Context: an optimization exercise on an open-source flow, tuned for small area. The choices shown serve that exercise and are no tape-out recipe. Only simulation tests tie the RTL to the original design; equivalence was not proved. Power figures rest on the tool's default switching activity, not on a simulated workload.

== build 54 ==
// Top_module
module Top_module(input clk, input rst, input BTNC, input BTNL, input BTNR, input [7:0] MP,input [7:0] MC, output  done, output [6:0] segments, output [3:0]anode_active);
Size in the first run: about 400 cells after synthesis, roughly 67 flip-flops, roughly 33 I/O pins.
clock: 15.0 ns
lec_check: 0
abc_area: 1
cap_margin: 20
core_margin: 2
core_utilization: 70
slew_margin: 20
standard.sh (not shown) runs the stock make flow with config.mk's settings and CLKGATE_MAP_FILE= SYNTH_SCRIPT=/design/flow/synth_recipe.tcl, a recipe that flattens the netlist after the stock synthesis.
==> flow/flow/run.sh <==
#!/bin/bash
set -euo pipefail
here=$(pwd)

# 1. standard synthesis with the stronger ABC script
rm -rf "$here/scripts_synth"
cp -r "$FLOW_HOME/scripts" "$here/scripts_synth"
cp "$here/flow/abc_area.script" "$here/scripts_synth/abc_area.script"
SCRIPTS_DIR="$here/scripts_synth" bash standard.sh synth > "$here/synth.log" 2>&1

# 2. and 3. the rest of the standard flow's layout
export BUFFER_PORTS_ARGS="-buffer_cell sky130_fd_sc_hd__buf_1"
export CTS_ARGS="-sink_clustering_enable -repair_clock_nets -dont_use_dummy_load -buf_list sky130_fd_sc_hd__clkbuf_4 -root_buf sky130_fd_sc_hd__clkbuf_4"
bash standard.sh finish > "$here/layout.log" 2>&1
test -s "$here/out/final.def"
==> flow/flow/abc_area.script <==
strash
&get -n
&deepsyn -T 60
&dch -f
&nf -R 1000 -p -a
&put
topo
stime -c
Build 54 was carried through to the last stage, and its layout satisfied the timing, design-rule and antenna checks.
Input changes introduced in build 18 (baseline for comparison: build 54):
-- flow/flow/run.sh --
<<< build 54, line 2
>>> build 18, line 2
# Own layout flow: the standard flow (standard.sh) with three changes that
# only affect which cells make up the layout:
#  1. synthesis is the standard synthesis script, but ABC maps the logic with
#     a stronger area script (flow/abc_area.script, deepsyn). It runs with four
#     random seeds side by side and the smallest netlist is kept. Yosys's
#     passes before ABC, and so the registers, are the same in all of them;
#  2. the port buffers are sky130_fd_sc_hd__buf_1;
#  3. clock tree synthesis adds no dummy loads and uses clkbuf_4 buffers.
# Each step's output goes to a log file of its own in this folder; ORFS's own
# logs are under orfs/logs and trial*/orfs/logs.
<<< build 54, line 5
# 1. standard synthesis with the stronger ABC script
rm -rf "$here/scripts_synth"
cp -r "$FLOW_HOME/scripts" "$here/scripts_synth"
cp "$here/flow/abc_area.script" "$here/scripts_synth/abc_area.script"
SCRIPTS_DIR="$here/scripts_synth" bash standard.sh synth > "$here/synth.log" 2>&1
>>> build 18, line 15
# 1. standard synthesis with the stronger ABC script, four seeds
for s in 0 1 2 3; do
  d="$here/trial$s"
  rm -rf "$d"; mkdir -p "$d"
  cp -r "$FLOW_HOME/scripts" "$d/scripts"
  sed "s/@SEED@/$s/" "$here/flow/abc_area.script" > "$d/scripts/abc_area.script"
  sed "s#WORK_HOME=[^ ]*#WORK_HOME=$d/orfs#" "$here/standard.sh" > "$d/standard.sh"
  (SCRIPTS_DIR="$d/scripts" bash "$d/standard.sh" synth > "$here/synth_seed$s.log" 2>&1) &
done
wait
best=""; bestarea=""
for s in 0 1 2 3; do
  f="$here/trial$s/orfs/reports/sky130hd/Top_module/base/synth_stat.txt"
  [[ -s "$here/trial$s/orfs/results/sky130hd/Top_module/base/1_synth.odb" ]] || continue
  a=$(awk '/Chip area for module/ {print $NF}' "$f" | tail -1)
  echo "seed $s: synthesized area $a" >> "$here/synth_pick.log"
  if [[ -z "$best" ]] || awk -v a="$a" -v b="$bestarea" 'BEGIN{exit !(a < b)}'; then
    best=$s; bestarea=$a
  fi
done
[[ -n "$best" ]]
echo "kept seed $best ($bestarea)" >> "$here/synth_pick.log"
rm -rf "$here/orfs"
mv "$here/trial$best/orfs" "$here/orfs"
for s in 0 1 2 3; do rm -rf "$here/trial$s"; done
-- flow/flow/abc_area.script --
<<< build 54, line 3
&deepsyn -T 60
>>> build 18, line 3
&deepsyn -T 60 -S @SEED@
### Flow results
Across build 18 and build 54, the outcome is the same: a clean finish for every run. Summary of build 18 over build 54: compound-cell area share of the yosys netlist climbed 1.3 points, fraction of power spent switching nets picked up an extra 0.86 points, wire length went up by 1.1 mm, share of power burned in the clock network closely matched the old numbers, clock insertion delay at the later pin of the skew report shows no meaningful change. Compared with build 54, net switching component of the power in build 18 increased slightly. Build 18 against build 54: xor/xnor share of the synthesized area dropped 1.5 points, post-layout worst setup margin climbed 0.023 ns, shortest clock period the worst path allows after layout dropped 0.023 ns, global-route wire length before repair climbed 17%. Post-synth net total ends up lower on build 54.
Input changes introduced in build 61 (baseline for comparison: build 18):
==> flow/flow/run.sh <==
#!/bin/bash
set -euo pipefail
here=$(pwd)

# 1. standard synthesis with the stronger ABC script
rm -rf "$here/scripts_synth"
cp -r "$FLOW_HOME/scripts" "$here/scripts_synth"
cp "$here/flow/abc_area.script" "$here/scripts_synth/abc_area.script"
SCRIPTS_DIR="$here/scripts_synth" bash standard.sh synth > "$here/synth.log" 2>&1

# 2. and 3. the rest of the standard flow's layout
export BUFFER_PORTS_ARGS="-buffer_cell sky130_fd_sc_hd__buf_1"
export CTS_ARGS="-sink_clustering_enable -repair_clock_nets -dont_use_dummy_load -buf_list sky130_fd_sc_hd__clkbuf_4 -root_buf sky130_fd_sc_hd__clkbuf_8"
bash standard.sh finish > "$here/layout.log" 2>&1
test -s "$here/out/final.def"
==> flow/flow/abc_area.script <==
strash
&get -n
&deepsyn -T 60
&put
dch -f
map -a
strash
dch -f
map -a
topo
stime -c
Re count of buffers not belonging to the clock network in the layout: build 61 is about 3% up on build 18. Overall die height (lower): build 18. Routed wire length (build 61 vs. build 18) decreases by a few percent. Compared with build 18, in build 61 synthesis-to-layout area growth higher, power dissipated by switching net loads higher, peak ir drop on the vdd network higher. When build 61 is set beside build 18, its data arrival time at the worst-slack endpoint turns out to be 0.21 ns smaller. Comparing build 61 and build 18, the lower utilization was measured on build 18. Share of total power in combinational logic was lower in build 18 than in build 61. Delta (build 61 minus build 18): power climbed 8.8%, highest clock frequency the design can meet climbed about 2.8%.
#### Input delta (build 7 over build 61)
==> flow/flow/abc_area.script <==
strash
&get -n
&deepsyn -T 60
&dch -f
&nf -R 1000 -p -a
&put
topo
stime -c
Findings:
Looking at synthesized-area fraction occupied by and/or/nand/nor cells, build 7 sits 0.32 points above build 61. The run with more setup slack is build 61; build 7 has less. As far as buffer share of cell area is concerned, build 7 and build 61 perform about the same. Diff build 61 -> build 7: adder-cell share of the synthesized area flat; multi-input combinational cell area up about 10%; mean post-synth cell area up 17%. Build 7 vs. build 61: proportion of power drawn by the clock network held steady, power share of the sequential group has increased. Build 7: placed wire-length estimate 13% below build 61. Delta (build 7 minus build 61): total die area now sits lower; netlist area before placement shows a reduction of about 1%.

## what the ideal ports hide
How much do the figures lean on ideal ports? The routed layouts below were timed once more, with nothing changed but the port constraints.
Step 1, drivers: a clkbuf_16 drives clk and a buf_2 each remaining input, both assumed.
Step 2 adds t to the input delays and takes it off the output delays; t is the mean of the earliest and latest rising clock arrival at the registers after step 1. Input paths then give back, and output paths get back, about the clock's delay inside the block.
Slacks: ideal / step 1 / step 2; pairs: ideal / step 1.
run | t, ns | slack for setup (ns) | worst hold slack (ns)
build 54 | 0.414 | 7.164 / 7.142 / 7.142 | 0.479 / 0.479 / 0.479
build 18 | 0.411 | 7.188 / 7.166 / 7.166 | 0.471 / 0.471 / 0.471
build 61 | 0.356 | 7.397 / 7.374 / 7.374 | 0.450 / 0.450 / 0.450
build 7 | 0.359 | 7.182 / 7.160 / 7.160 | 0.486 / 0.486 / 0.486
After both steps every run listed still meets setup and hold. The setup slack of build 61, which loses most, moves by -0.023 ns with the drivers and by -0.023 ns with both steps.
